This design comes from an exercise in tuning for small area and a short achievable clock period on the open sky130 flow, not from production work. Where RTL was checked, it was by simulation tests only, not by an equivalence proof against the original. No activity file was given, so power comes from the tool's default toggle rates.

## before
## alu
module alu (
    input               i_clk,
    input               i_rst_n,
    input               i_valid,
    input signed [11:0] i_data_a,
    input signed [11:0] i_data_b,
    input        [2:0]  i_inst,
    output              o_valid,
    output       [11:0] o_data,
    output              o_overflow
);
reg  [12:0] x_r, y_r;
reg         o_valid_r, ovf_r, abs_r, mac_r, run_r;
reg         f_0, f_m1, f_m2;
wire [11:0] o_data_w;
wire [13:0] zz  = {1'b0, x_r} + {1'b0, y_r};
wire        c_top = zz[13];
wire [1:0]  zm   = zz[12:11];
wire        hz   = c_top ? f_m1 : f_0;      
wire        ho1  = c_top ? f_m2 : f_m1;     
wire        m_ov = ~((hz & ~|zm) | (ho1 & &zm));
assign o_data_w   = zz[11:0];
assign o_valid    = o_valid_r;
assign o_data     = o_data_w & {12{run_r}};
assign o_overflow = (m_ov & ~abs_r & run_r) | ovf_r;
wire        is_mul    = (i_inst[2:1] == 2'b01);
wire        is_mac    = (i_inst == 3'b011);
wire        is_abs    = (i_inst == 3'b111);
wire        mul_en    = i_valid & is_mul;
wire        addsub_en = i_valid & (i_inst[2:1] == 2'b00);
  ...
For scale: ~910 cells after synthesis, roughly 44 I/O pins, ~6800 um^2 of cells after synthesis.
Settings: LEC_CHECK=0, CAP_MARGIN=0, CORE_MARGIN=2, CORE_UTILIZATION=40, CTS_BUF_LIST=sky130_fd_sc_hd__clkbuf_4 sky130_fd_sc_hd__clkbuf_8, SETUP_SLACK_MARGIN=5.0, SLEW_MARGIN=0, TNS_END_PERCENT=5; clock period 10.0 ns.
standard.sh (not shown) runs the stock make flow with config.mk's settings and CLKGATE_MAP_FILE= SYNTH_SCRIPT=/design/flow/synth_recipe.tcl, a recipe that flattens the netlist after the stock synthesis.
==> flow/flow/run.sh <==
#!/bin/bash
# The standard layout, with these changes: the port buffers are buf_2 cells;
# after synthesis flow/fapol.py flips full-adder cells (a full adder is
# self-dual) where that removes inverters between them, and flow/faxor.py
# then builds each full adder from two xor2 gates and a maj3 gate (and each
# half adder from an xor2 and an and2 gate), whose sum
# path is faster than the fa cell's; flow/invabs.py then absorbs inverters
# into the XOR gates they feed (xor2 of an inverted input is xnor2).
# Registers are untouched.
set -euo pipefail
export BUFFER_PORTS_ARGS="-buffer_cell sky130_fd_sc_hd__buf_2"
R=orfs/results/sky130hd/alu/base
bash standard.sh synth > synth.log 2>&1
python3 flow/fapol.py $R/1_2_yosys.v > fapol.log 2>&1
python3 flow/faxor.py $R/1_2_yosys.v --ha > faxor.log 2>&1
python3 flow/invabs.py $R/1_2_yosys.v > invabs.log 2>&1
rm -f $R/1_synth.odb $R/1_synth.sdc
bash standard.sh > standard.log 2>&1
Other scripts of this flow, unchanged in this note and not shown: flow/flow/fapol.py, flow/flow/faxor.py, flow/flow/invabs.py
What after does differently from before at the input level:
diff --git a/flow/design.v b/flow/design.v
--- a/flow/design.v
+++ b/flow/design.v
@@ -5,21 +5,21 @@
     input signed [11:0] i_data_a,
     input signed [11:0] i_data_b,
     input        [2:0]  i_inst,
     output              o_valid,
     output       [11:0] o_data,
     output              o_overflow
 );
-reg  [12:0] x_r, y_r;
+reg  [13:0] x_r, y_r;
 reg         o_valid_r, ovf_r, abs_r, mac_r, run_r;
 reg         f_0, f_m1, f_m2;
 wire [11:0] o_data_w;
-wire [13:0] zz  = {1'b0, x_r} + {1'b0, y_r};
-wire        c_top = zz[13];
-wire [1:0]  zm   = zz[12:11];
+wire [14:0] zz  = {1'b0, x_r} + {1'b0, y_r};
+wire        c_top = zz[14];
+wire [2:0]  zm   = zz[13:11];
 wire        hz   = c_top ? f_m1 : f_0;      
 wire        ho1  = c_top ? f_m2 : f_m1;     
 wire        m_ov = ~((hz & ~|zm) | (ho1 & &zm));
 assign o_data_w   = zz[11:0];
 assign o_valid    = o_valid_r;
 assign o_data     = o_data_w & {12{run_r}};
 assign o_overflow = (m_ov & ~abs_r & run_r) | ovf_r;
@@ -550,23 +550,23 @@
 assign c246 = (1'b1 & pp79) | (pp93 & (1'b1 ^ pp79));
 assign s247 = c242 ^ s245;
 assign c248 = c242 & s245;
 assign s249 = pp80 ^ pp94 ^ c246;
 assign c250 = (pp80 & pp94) | (c246 & (pp80 ^ pp94));
 assign s251 = 1'b1 ^ pp95;
 assign c252 = 1'b1 & pp95;
-wire [5:0] tx = {1'b1, pp96, s251, c248, s247, s243};
-wire [5:0] ty = {1'b0, c252, c250, s249, c244, c240};
-wire [5:0] tp = tx ^ ty, to = tx | ty, ta = tx & ty;
-wire        f0_d  = ~tp[0] & (&(tp[5:1] ~^ to[4:0]));
-wire        fm1_d =  tp[0] & (&(tp[5:1] ~^ ~ta[4:0]));
-wire        fm2_d = ~tp[0] & (tp[1] ~^ ~to[0]) & (&(tp[5:2] ~^ ~ta[4:1]));
+wire [4:0] tx = {1'b1, pp96, s251, c248, s247};
+wire [4:0] ty = {1'b0, c252, c250, s249, c244};
+wire [4:0] tp = tx ^ ty, to = tx | ty, ta = tx & ty;
+wire        f0_d  = ~tp[0] & (&(tp[4:1] ~^ to[3:0]));
+wire        fm1_d =  tp[0] & (&(tp[4:1] ~^ ~ta[3:0]));
+wire        fm2_d = ~tp[0] & (tp[1] ~^ ~to[0]) & (&(tp[4:2] ~^ ~ta[3:1]));
 always @(posedge i_clk) begin
-  x_r  <= {c234, c224, s223, c204, s203, c180, c168, c156, c146, c136, c128, c120, c114};
-  y_r  <= {s239, s233, c214, s213, c192, s191, s179, s167, s155, s145, s135, s127, s119};
+  x_r  <= {s243, c234, c224, s223, c204, s203, c180, c168, c156, c146, c136, c128, c120, c114};
+  y_r  <= {c240, s239, s233, c214, s213, c192, s191, s179, s167, s155, s145, s135, s127, s119};
   f_0  <= f0_d;
   f_m1 <= fm1_d;
   f_m2 <= fm2_d;
 end
 always @(posedge i_clk or negedge i_rst_n) begin
   if (~i_rst_n) begin
     o_valid_r <= 1'b0;
Findings:
Diff before -> after: die extent in y went up about 1.2%, detailed-route wire length has increased.
Taking before as 1.0, after lands at 1.05 on via count.
Summary of the comparison: synthesized cell area is higher in after, relative to before.
[diff] headroom to the max-slew limit, after relative to before: improvement
Number of inverters outside the clock class in the layout (after vs. before) increases by more than 10%
Data arrival time of the critical path: after vs before down 0.16 ns
In after relative to before, number of standard cells after synthesis had gone up by a few percent.
Taking before as the reference, in after number of setup buffers added after CTS now sits lower; delay contributed by the slowest stage of the critical path now sits higher.
after ends up with higher fraction of power spent switching nets than before does.
after vs. before: register-to-register slack shows an increase of 0.19 ns; sequential share of cell area shows an increase of 0.31 points; critical path depth shows a reduction of 3.
Function not checked in before: the RTL went through the layout flow alone.

========
Setup of old:
alu again, from the RTL that the note above started with.
==> flow/design.v (excerpt) <==
module alu (
    input               i_clk,
    input               i_rst_n,
    input               i_valid,
    input signed [11:0] i_data_a,
    input signed [11:0] i_data_b,
    input        [2:0]  i_inst,
    output              o_valid,
    output       [11:0] o_data,
    output              o_overflow
);
==> flow/config.mk <==
export PLATFORM = sky130hd
export DESIGN_NAME = alu
export DESIGN_NICKNAME = alu
export VERILOG_FILES = /design/flow/design.v
export SDC_FILE = /design/flow/constraint.sdc
export NUM_CORES = 4
export LEC_CHECK = 0
export CAP_MARGIN = 20
export CORE_MARGIN = 2
export CORE_UTILIZATION = 40
export SETUP_SLACK_MARGIN = 4.6
export SLEW_MARGIN = 20
==> flow/constraint.sdc <==
create_clock -name core_clock -period 10.0 [get_ports {i_clk}]
set_input_delay 2.0000 -clock core_clock [delete_from_list [all_inputs] [get_ports {i_clk}]]
set_output_delay 2.0000 -clock core_clock [all_outputs]
set_load 0.01 [all_outputs]
==> flow/flow/run.sh <==
#!/bin/bash
# The standard layout, with two changes: the port buffers are buf_2 cells, and
# after synthesis flow/fapol.py flips full-adder cells (a full adder is
# self-dual) where that removes inverters between them. Registers are untouched.
set -euo pipefail
export BUFFER_PORTS_ARGS="-buffer_cell sky130_fd_sc_hd__buf_2"
R=orfs/results/sky130hd/alu/base
bash standard.sh synth > synth.log 2>&1
python3 flow/fapol.py $R/1_2_yosys.v > fapol.log 2>&1
rm -f $R/1_synth.odb $R/1_synth.sdc
bash standard.sh > standard.log 2>&1
Other scripts of this flow, unchanged in this note and not shown: flow/flow/fapol.py
Changes in new relative to old:
-- flow/design.v --
<<< old, line 10
    output              o_overflow
);
reg  [12:0] x_r, y_r;
reg         o_valid_r, ovf_r, abs_r, mac_r, run_r;
reg         f_0, f_m1, f_m2;
wire [11:0] o_data_w;
wire [13:0] zz  = {1'b0, x_r} + {1'b0, y_r};
wire        c_top = zz[13];
wire [1:0]  zm   = zz[12:11];
wire        hz   = c_top ? f_m1 : f_0;      
wire        ho1  = c_top ? f_m2 : f_m1;     
>>> new, line 10
    output              o_overflow
);
reg  [13:0] x_r, y_r;
reg         o_valid_r, ovf_r, abs_r, mac_r, run_r;
reg         f_0, f_m1, f_m2;
wire [11:0] o_data_w;
wire [14:0] zz  = {1'b0, x_r} + {1'b0, y_r};
wire        c_top = zz[14];
wire [2:0]  zm   = zz[13:11];
wire        hz   = c_top ? f_m1 : f_0;      
wire        ho1  = c_top ? f_m2 : f_m1;     
<<< old, line 555
assign s251 = 1'b1 ^ pp95;
assign c252 = 1'b1 & pp95;
wire [5:0] tx = {1'b1, pp96, s251, c248, s247, s243};
wire [5:0] ty = {1'b0, c252, c250, s249, c244, c240};
wire [5:0] tp = tx ^ ty, to = tx | ty, ta = tx & ty;
wire        f0_d  = ~tp[0] & (&(tp[5:1] ~^ to[4:0]));
wire        fm1_d =  tp[0] & (&(tp[5:1] ~^ ~ta[4:0]));
wire        fm2_d = ~tp[0] & (tp[1] ~^ ~to[0]) & (&(tp[5:2] ~^ ~ta[4:1]));
always @(posedge i_clk) begin
  x_r  <= {c234, c224, s223, c204, s203, c180, c168, c156, c146, c136, c128, c120, c114};
  y_r  <= {s239, s233, c214, s213, c192, s191, s179, s167, s155, s145, s135, s127, s119};
  f_0  <= f0_d;
  f_m1 <= fm1_d;
>>> new, line 555
assign s251 = 1'b1 ^ pp95;
assign c252 = 1'b1 & pp95;
wire [4:0] tx = {1'b1, pp96, s251, c248, s247};
wire [4:0] ty = {1'b0, c252, c250, s249, c244};
wire [4:0] tp = tx ^ ty, to = tx | ty, ta = tx & ty;
wire        f0_d  = ~tp[0] & (&(tp[4:1] ~^ to[3:0]));
wire        fm1_d =  tp[0] & (&(tp[4:1] ~^ ~ta[3:0]));
wire        fm2_d = ~tp[0] & (tp[1] ~^ ~to[0]) & (&(tp[4:2] ~^ ~ta[3:1]));
always @(posedge i_clk) begin
  x_r  <= {s243, c234, c224, s223, c204, s203, c180, c168, c156, c146, c136, c128, c120, c114};
  y_r  <= {c240, s239, s233, c214, s213, c192, s191, s179, s167, s155, s145, s135, s127, s119};
  f_0  <= f0_d;
  f_m1 <= fm1_d;
## What came out
Across both runs, post-synthesis to final-layout area growth was lower for new than for old.
new ended with every stage complete and zero timing, DRC or antenna violations.
In new relative to old, overall die height had gone up slightly.
[new vs old] worst hold slack: higher in new
On global-route wire length before repair, old loses to new.
new ended up with a lower data-path buffer share of cell area in the final layout than old did.
The RTL of old was laid out without a check of its function.

## static timing again, ports no longer ideal
The results above use ideal ports. As a check the final layouts listed here were re-extracted and re-timed, cells and wires unchanged.
Step 1, drivers: a clkbuf_16 drives i_clk and a buf_2 each remaining input, both assumed.
Step 2 moves the port delays by t, midway between the first and last clock arrival at a register: inputs arrive t later, outputs are due t later. That takes back most of the time a late clock gives input paths.
Three values: ideal, step 1, step 2; two values: the first two.
run	t, ns	slack for setup (ns)	hold slack, ns	worst setup path at the end	slew at the worst register clock pin (ns)
before	0.327	4.932 / 4.869 / 4.542	0.511 / 0.511 / 0.511	input to register	0.08 / 0.08
after	0.311	5.100 / 5.071 / 4.760	0.560 / 0.560 / 0.560	input to register	0.07 / 0.07
old	0.316	4.504 / 4.448 / 4.133	0.510 / 0.510 / 0.510	input to register	0.06 / 0.06
new	0.305	4.648 / 4.549 / 4.244	0.570 / 0.570 / 0.570	input to register	0.05 / 0.05
After both steps every run listed still meets setup and hold. For new, which loses most, drivers alone change the setup slack by -0.099 ns; drivers and shift together by -0.404 ns.
